This is an optimization exercise on Yosys and OpenROAD, whose aim is small area, not a production implementation.
Only simulation tests tie the RTL to the original design; equivalence was not proved.
Power is estimated from default activity; no workload was simulated.

## the previous run
## Dmac_Top
module Dmac_Top (
    input  logic        clk,
    input  logic        rst,
    input  logic        write,
    input  logic        HSel,
    input  logic [1:0]  STrans,
    input  logic [31:0] HWData,
    input  logic [31:0] HAddr,
    input  logic [31:0] MRData,
    input  logic        HReady,
    input  logic [1:0]  M_HResp,
    output logic HReadyOut,
    output logic [1:0] S_HResp,
    input  logic [1:0]  DmacReq,      
    input  logic        Bus_Grant,   
    output logic [31:0] MAddress,
    output logic [31:0] MWData,
    output logic [3:0]  MBurst_Size,
    output logic        MWrite,
    output logic [1:0]  MTrans,
    output logic [3:0]  MWStrb,
    output logic        Bus_Req,
    output logic        Interrupt,
    output logic [1:0]  ReqAck
);
==> module Fifo_Datapath, before the edit <==
module Fifo_Datapath (
    input  logic        clk,
    input  logic        rst,
    input  logic        wc_en,
    input  logic        rc_en,
    input  logic        rd_show,
    input  logic [31:0] Data_in,
    output logic [31:0] Data_out,
    output logic        full,
    output logic        fifo_empty
);
    localparam int DEPTH = 15;
    logic [31:0] Memory [DEPTH-1:0];
    logic [3:0]  count;
    logic        wr_ok, rd_ok;
    assign full       = (count == 4'd15);
    assign fifo_empty = (count == 4'd0);
    assign wr_ok      = wc_en && !full;
    assign rd_ok      = rc_en && !fifo_empty;
    logic [3:0] wpos;
    assign wpos = count - {3'b0, rd_ok};
    logic [DEPTH-1:0] ld, sh, hd;
    always_comb begin
        for (int i = 0; i < DEPTH; i++) begin
            ld[i] = wr_ok && (wpos == 4'(i));
            sh[i] = rd_ok && !ld[i];
            hd[i] = !rd_ok && !ld[i];
        end
    end
    always_ff @(posedge clk) begin
        for (int i = 0; i < DEPTH - 1; i++)
            Memory[i] <= (Data_in & {32{ld[i]}}) | (Memory[i+1] & {32{sh[i]}}) | (Memory[i] & {32{hd[i]}});
        Memory[DEPTH-1] <= (Data_in & {32{ld[DEPTH-1]}}) | (Memory[DEPTH-1] & {32{hd[DEPTH-1]}});
    end
    always_ff @(posedge clk or posedge rst) begin
        if (rst)
            count <= 4'd0;
        else if (wr_ok != rd_ok)
            count <= wr_ok ? count + 4'd1 : count - 4'd1;
    end
    assign Data_out = Memory[0] & {32{rd_show && !fifo_empty}};
endmodule
Settings: LEC_CHECK=0, CAP_MARGIN=10, CORE_MARGIN=2, CORE_UTILIZATION=60, PLACE_DENSITY=0.75, SLEW_MARGIN=10; clock period 10.0 ns.
standard.sh (not shown) runs the stock make flow with config.mk's settings and CLKGATE_MAP_FILE= SYNTH_SCRIPT=/design/flow/synth_recipe.tcl, a recipe that flattens the netlist after the stock synthesis.
==> flow/flow/run.sh <==
#!/bin/bash
# Layout: the standard flow with these changes:
#  - synthesis is the standard synthesis, except that ABC maps the logic with the
#    area-oriented script flow/abc_map.script and adders are left to ABC rather than
#    mapped to full/half-adder cells first (registers are mapped before ABC runs, so
#    they are the same as the standard synthesis's);
#  - the port buffers are buf_1 cells (every input and output port still gets one);
#  - the clock tree is built from clkbuf_4 over sink clusters of at most 10;
#  - the clock tree gets no dummy loads.
# Logs: synth.log and standard.log here, and ORFS's per-step logs under orfs/logs.
set -euo pipefail
rm -rf scripts_abc
cp -r "$FLOW_HOME/scripts" scripts_abc
cp flow/abc_map.script scripts_abc/abc_speed.script
bash standard.sh "SCRIPTS_DIR=$PWD/scripts_abc" "ADDER_MAP_FILE=" synth > synth.log 2>&1
CTS="-sink_clustering_enable -repair_clock_nets -dont_use_dummy_load"
CTS="$CTS -buf_list {sky130_fd_sc_hd__clkbuf_4}"
CTS="$CTS -sink_clustering_size 10 -sink_clustering_max_diameter 40"
bash standard.sh "CTS_ARGS=$CTS" "BUFFER_PORTS_ARGS=-buffer_cell sky130_fd_sc_hd__buf_1" finish > standard.log 2>&1
==> flow/flow/abc_map.script <==
strash
dc2
dch -f
amap -F 3 -A 8
strash
dc2
dch -f
amap -F 3 -A 8
topo
Input changes introduced in the current run (baseline for comparison: the previous run):
--- a/flow/design.v
+++ b/flow/design.v
@@ -16,21 +16,18 @@
     assign full       = (count == 4'd15);
     assign fifo_empty = (count == 4'd0);
     assign wr_ok      = wc_en && !full;
     assign rd_ok      = rc_en && !fifo_empty;
-    logic [3:0] wpos;
-    assign wpos = count - {3'b0, rd_ok};
-    logic [DEPTH-1:0] ld, sh, hd;
+    logic [DEPTH-1:0] ld, hd;
     always_comb begin
         for (int i = 0; i < DEPTH; i++) begin
-            ld[i] = wr_ok && (wpos == 4'(i));
-            sh[i] = rd_ok && !ld[i];
+            ld[i] = wr_ok && (count == 4'(i));
             hd[i] = !rd_ok && !ld[i];
         end
     end
     always_ff @(posedge clk) begin
         for (int i = 0; i < DEPTH - 1; i++)
-            Memory[i] <= (Data_in & {32{ld[i]}}) | (Memory[i+1] & {32{sh[i]}}) | (Memory[i] & {32{hd[i]}});
+            Memory[i] <= (Data_in & {32{ld[i]}}) | (Memory[i+1] & {32{rd_ok}}) | (Memory[i] & {32{hd[i]}});
         Memory[DEPTH-1] <= (Data_in & {32{ld[DEPTH-1]}}) | (Memory[DEPTH-1] & {32{hd[DEPTH-1]}});
     end
     always_ff @(posedge clk or posedge rst) begin
         if (rst)
==> comparison <==
Summary: detailed-route via count, the current run better than the previous run
Clock group share of total power sits higher in the current run than in the previous run.
The current run vs the previous run — area of the placeable core dropped slightly
Routed wire length for the current run: 3900 µm down relative to the previous run
Per the comparison of the current run with the previous run, combinational group power lost 58%; worst setup slack after placement picked up an extra 110 ps; total power draw lost about 9%; initial antenna violation count picked up an extra 1; total met2 wirelength after detailed routing lost 3.3%.
The current run -> the previous run: register clock-pin slew on the reported worst setup and hold paths flat
Power per unit of standard cell area was lower in the run labelled the current run.
Summary of the comparison: signed area change from the synthesized netlist to the final layout is lower in the current run, relative to the previous run.
The current run reports its destination of the critical timing path as datapath_inst.channel_2.datapath_inst.Src_Addr[31] while the previous run reports MWData[4].

Setup of tundra:
Dmac_Top, a different RTL version from the one above (not shown whole).
Size: about 1300 flip-flops, ~190 I/O pins, roughly 49000 sq um of cells after synthesis.
==> module Dmac_Channel_Datapath, before the edit <==
module Dmac_Channel_Datapath (
    input  logic        clk,
    input  logic        rst,
    input  logic        s_sel,
    input  logic        d_sel,
    input  logic        b_sel,
    input  logic        t_sel,
    input  logic        s_en,
    input  logic        d_en,
    input  logic        ts_en,
    input  logic        burst_en,
    input  logic        count_en,
    input  logic        h_sel,
    input  logic        wr_en,
    input  logic        rd_en,
    input  logic        trigger,
    input  logic        out_en,
    input  logic [31:0] S_Address,
    input  logic [31:0] D_Address,
    input  logic [31:0] T_Size,
    input  logic [3:0]  B_Size,
    input  logic [31:0] R_Data,
    input  logic [1:0]  HSize,
    output logic        bs0,
    output logic        tslb,
    output logic        ts0,
    output logic        fifo_full,
    output logic        fifo_empty,
    output logic        started,
    output logic [31:0] MAddress,
    output logic [31:0] MWData,
    output logic [3:0]  MWStrb
);
    logic [31:0] Src_Addr, Dst_Addr, Transfer_Size;
    logic [3:0]  Burst_Size;
    logic [31:2] Incr_Addr;
    assign Incr_Addr = MAddress[31:2] + 30'd1;
    always_ff @(posedge clk or posedge rst) begin
        if (rst)
            started <= 1'b0;
        else if (s_en && s_sel)
            started <= 1'b1;
    end
    always_ff @(posedge clk) begin
        if (s_en)
            Src_Addr <= s_sel ? S_Address : {Incr_Addr, Src_Addr[1:0]};
    end
    always_ff @(posedge clk) begin
        if (d_en)
            Dst_Addr <= d_sel ? D_Address : {Incr_Addr, Dst_Addr[1:0]};
    end
    always_ff @(posedge clk) begin
        if (ts_en)
            Transfer_Size <= t_sel ? T_Size : Transfer_Size - {28'b0, Burst_Size};
    end
    always_ff @(posedge clk) begin
        if (burst_en)
            Burst_Size <= (B_Size == 4'd0 || b_sel) ? 4'd1 : B_Size;
    end
    assign tslb = (Transfer_Size[31:4] == 28'b0) && (Transfer_Size[3:0] < B_Size);
    assign ts0  = (Transfer_Size == 32'b0);
    logic [3:0] Decrement_Counter;
    always_ff @(posedge clk or posedge rst) begin
        if (rst)
            Decrement_Counter <= 4'b0;
        else if (count_en)
            Decrement_Counter <= bs0 ? (tslb ? 4'd0 : Burst_Size - 4'd1) : Decrement_Counter - 4'd1;
    end
    assign bs0 = (Decrement_Counter == 4'd0);
    assign MAddress = h_sel ? Dst_Addr : Src_Addr;
    Fifo_Datapath fifo_inst (
        .clk        (clk),
        .rst        (rst),
        .wc_en      (wr_en),
        .rc_en      (rd_en),
        .rd_show    (trigger && out_en),
        .Data_in    (R_Data),
        .Data_out   (MWData),
        .full       (fifo_full),
        .fifo_empty (fifo_empty)
    );
    always_comb begin
        MWStrb = 4'b0000;
        if (trigger) begin
            case (HSize)
                2'b00: MWStrb = 4'b0001 << Src_Addr[1:0];                    
                2'b01: MWStrb = (Src_Addr[1:0] == 2'b00) ? 4'b0011 :         
                                (Src_Addr[1:0] == 2'b10) ? 4'b1100 : 4'b0000;
                2'b10: MWStrb = 4'b1111;                                     
                default: MWStrb = 4'b0000;
            endcase
        end
    end
endmodule
==> flow/config.mk <==
export PLATFORM = sky130hd
export DESIGN_NAME = Dmac_Top
export DESIGN_NICKNAME = Dmac_Top
export VERILOG_FILES = /design/flow/design.v
export SDC_FILE = /design/flow/constraint.sdc
export NUM_CORES = 4
export LEC_CHECK = 0
export CAP_MARGIN = 10
export CORE_MARGIN = 2
export CORE_UTILIZATION = 60
export PLACE_DENSITY = 0.75
export SLEW_MARGIN = 10
==> flow/constraint.sdc <==
create_clock -name core_clock -period 10.0 [get_ports {clk}]
set_input_delay 2.0000 -clock core_clock [delete_from_list [all_inputs] [get_ports {clk}]]
set_output_delay 2.0000 -clock core_clock [all_outputs]
set_load 0.01 [all_outputs]
Scripts as last shown in full above: flow/flow/run.sh, flow/flow/abc_map.script
tundra: PASS, flow complete, no timing, DRC or antenna violations
Input-level comparison between maple and tundra:
--- a/flow/design.v
+++ b/flow/design.v
@@ -334,23 +334,36 @@
     always_ff @(posedge clk or posedge rst) begin
         if (rst)
             started <= 1'b0;
         else if (s_en && s_sel)
             started <= 1'b1;
     end
+    logic ld_s, st_s, hd_s, ld_d, st_d, hd_d, ld_t, st_t, hd_t;
+    assign ld_s = s_en && s_sel;
+    assign st_s = s_en && !s_sel;
+    assign hd_s = !s_en;
+    assign ld_d = d_en && d_sel;
+    assign st_d = d_en && !d_sel;
+    assign hd_d = !d_en;
+    assign ld_t = ts_en && t_sel;
+    assign st_t = ts_en && !t_sel;
+    assign hd_t = !ts_en;
     always_ff @(posedge clk) begin
-        if (s_en)
-            Src_Addr <= s_sel ? S_Address : {Incr_Addr, Src_Addr[1:0]};
+        Src_Addr <= (S_Address & {32{ld_s}})
+                  | ({Incr_Addr, Src_Addr[1:0]} & {32{st_s}})
+                  | (Src_Addr & {32{hd_s}});
     end
     always_ff @(posedge clk) begin
-        if (d_en)
-            Dst_Addr <= d_sel ? D_Address : {Incr_Addr, Dst_Addr[1:0]};
+        Dst_Addr <= (D_Address & {32{ld_d}})
+                  | ({Incr_Addr, Dst_Addr[1:0]} & {32{st_d}})
+                  | (Dst_Addr & {32{hd_d}});
     end
     always_ff @(posedge clk) begin
-        if (ts_en)
-            Transfer_Size <= t_sel ? T_Size : Transfer_Size - {28'b0, Burst_Size};
+        Transfer_Size <= (T_Size & {32{ld_t}})
+                       | ((Transfer_Size - {28'b0, Burst_Size}) & {32{st_t}})
+                       | (Transfer_Size & {32{hd_t}});
     end
     always_ff @(posedge clk) begin
         if (burst_en)
             Burst_Size <= (B_Size == 4'd0 || b_sel) ? 4'd1 : B_Size;
     end
     assign tslb = (Transfer_Size[31:4] == 28'b0) && (Transfer_Size[3:0] < B_Size);
[compare] base=tundra new=maple: worst slew slack as a fraction of its limit increased by 2.6 points relative to the old numbers; critical path depth in cells +1; synthesis-to-layout area growth +1.4 points; cell area went down by about 0.75%; weighted congestion at the end of routability-driven global placement down 2.1%.

what the ideal ports hide:
In the flow no input, the clock included, has a driving cell. The finished layouts below were timed again as built, in two steps. Step 1 sets driving cells, clkbuf_16 on the clock port and buf_2 on the other inputs (assumed; they add their load-dependent delay and slew). Step 2 moves the port delays by t, midway between the first and last clock arrival at a register: inputs arrive t later, outputs are due t later. That takes back most of the time a late clock gives input paths. Slacks: ideal ports / drivers / drivers and shift; pairs: ideal ports / drivers.
run | shift t [ns] | setup slack, ns | worst register clock-pin slew, ns
the previous run | 1.067 | 0.362 / 0.298 / -0.228 | 0.11 / 0.11
the current run | 1.091 | 0.659 / 0.698 / -0.392 | 0.11 / 0.11
tundra | 1.037 | 0.453 / 0.384 / -0.474 | 0.12 / 0.12
maple | 1.064 | 0.236 / 0.168 / -0.294 | 0.11 / 0.11
Met with ideal ports but missed after step 2: setup timing in every run listed. The setup slack of the current run, which loses most, moves by +0.039 ns with the drivers and by -1.051 ns with both steps.
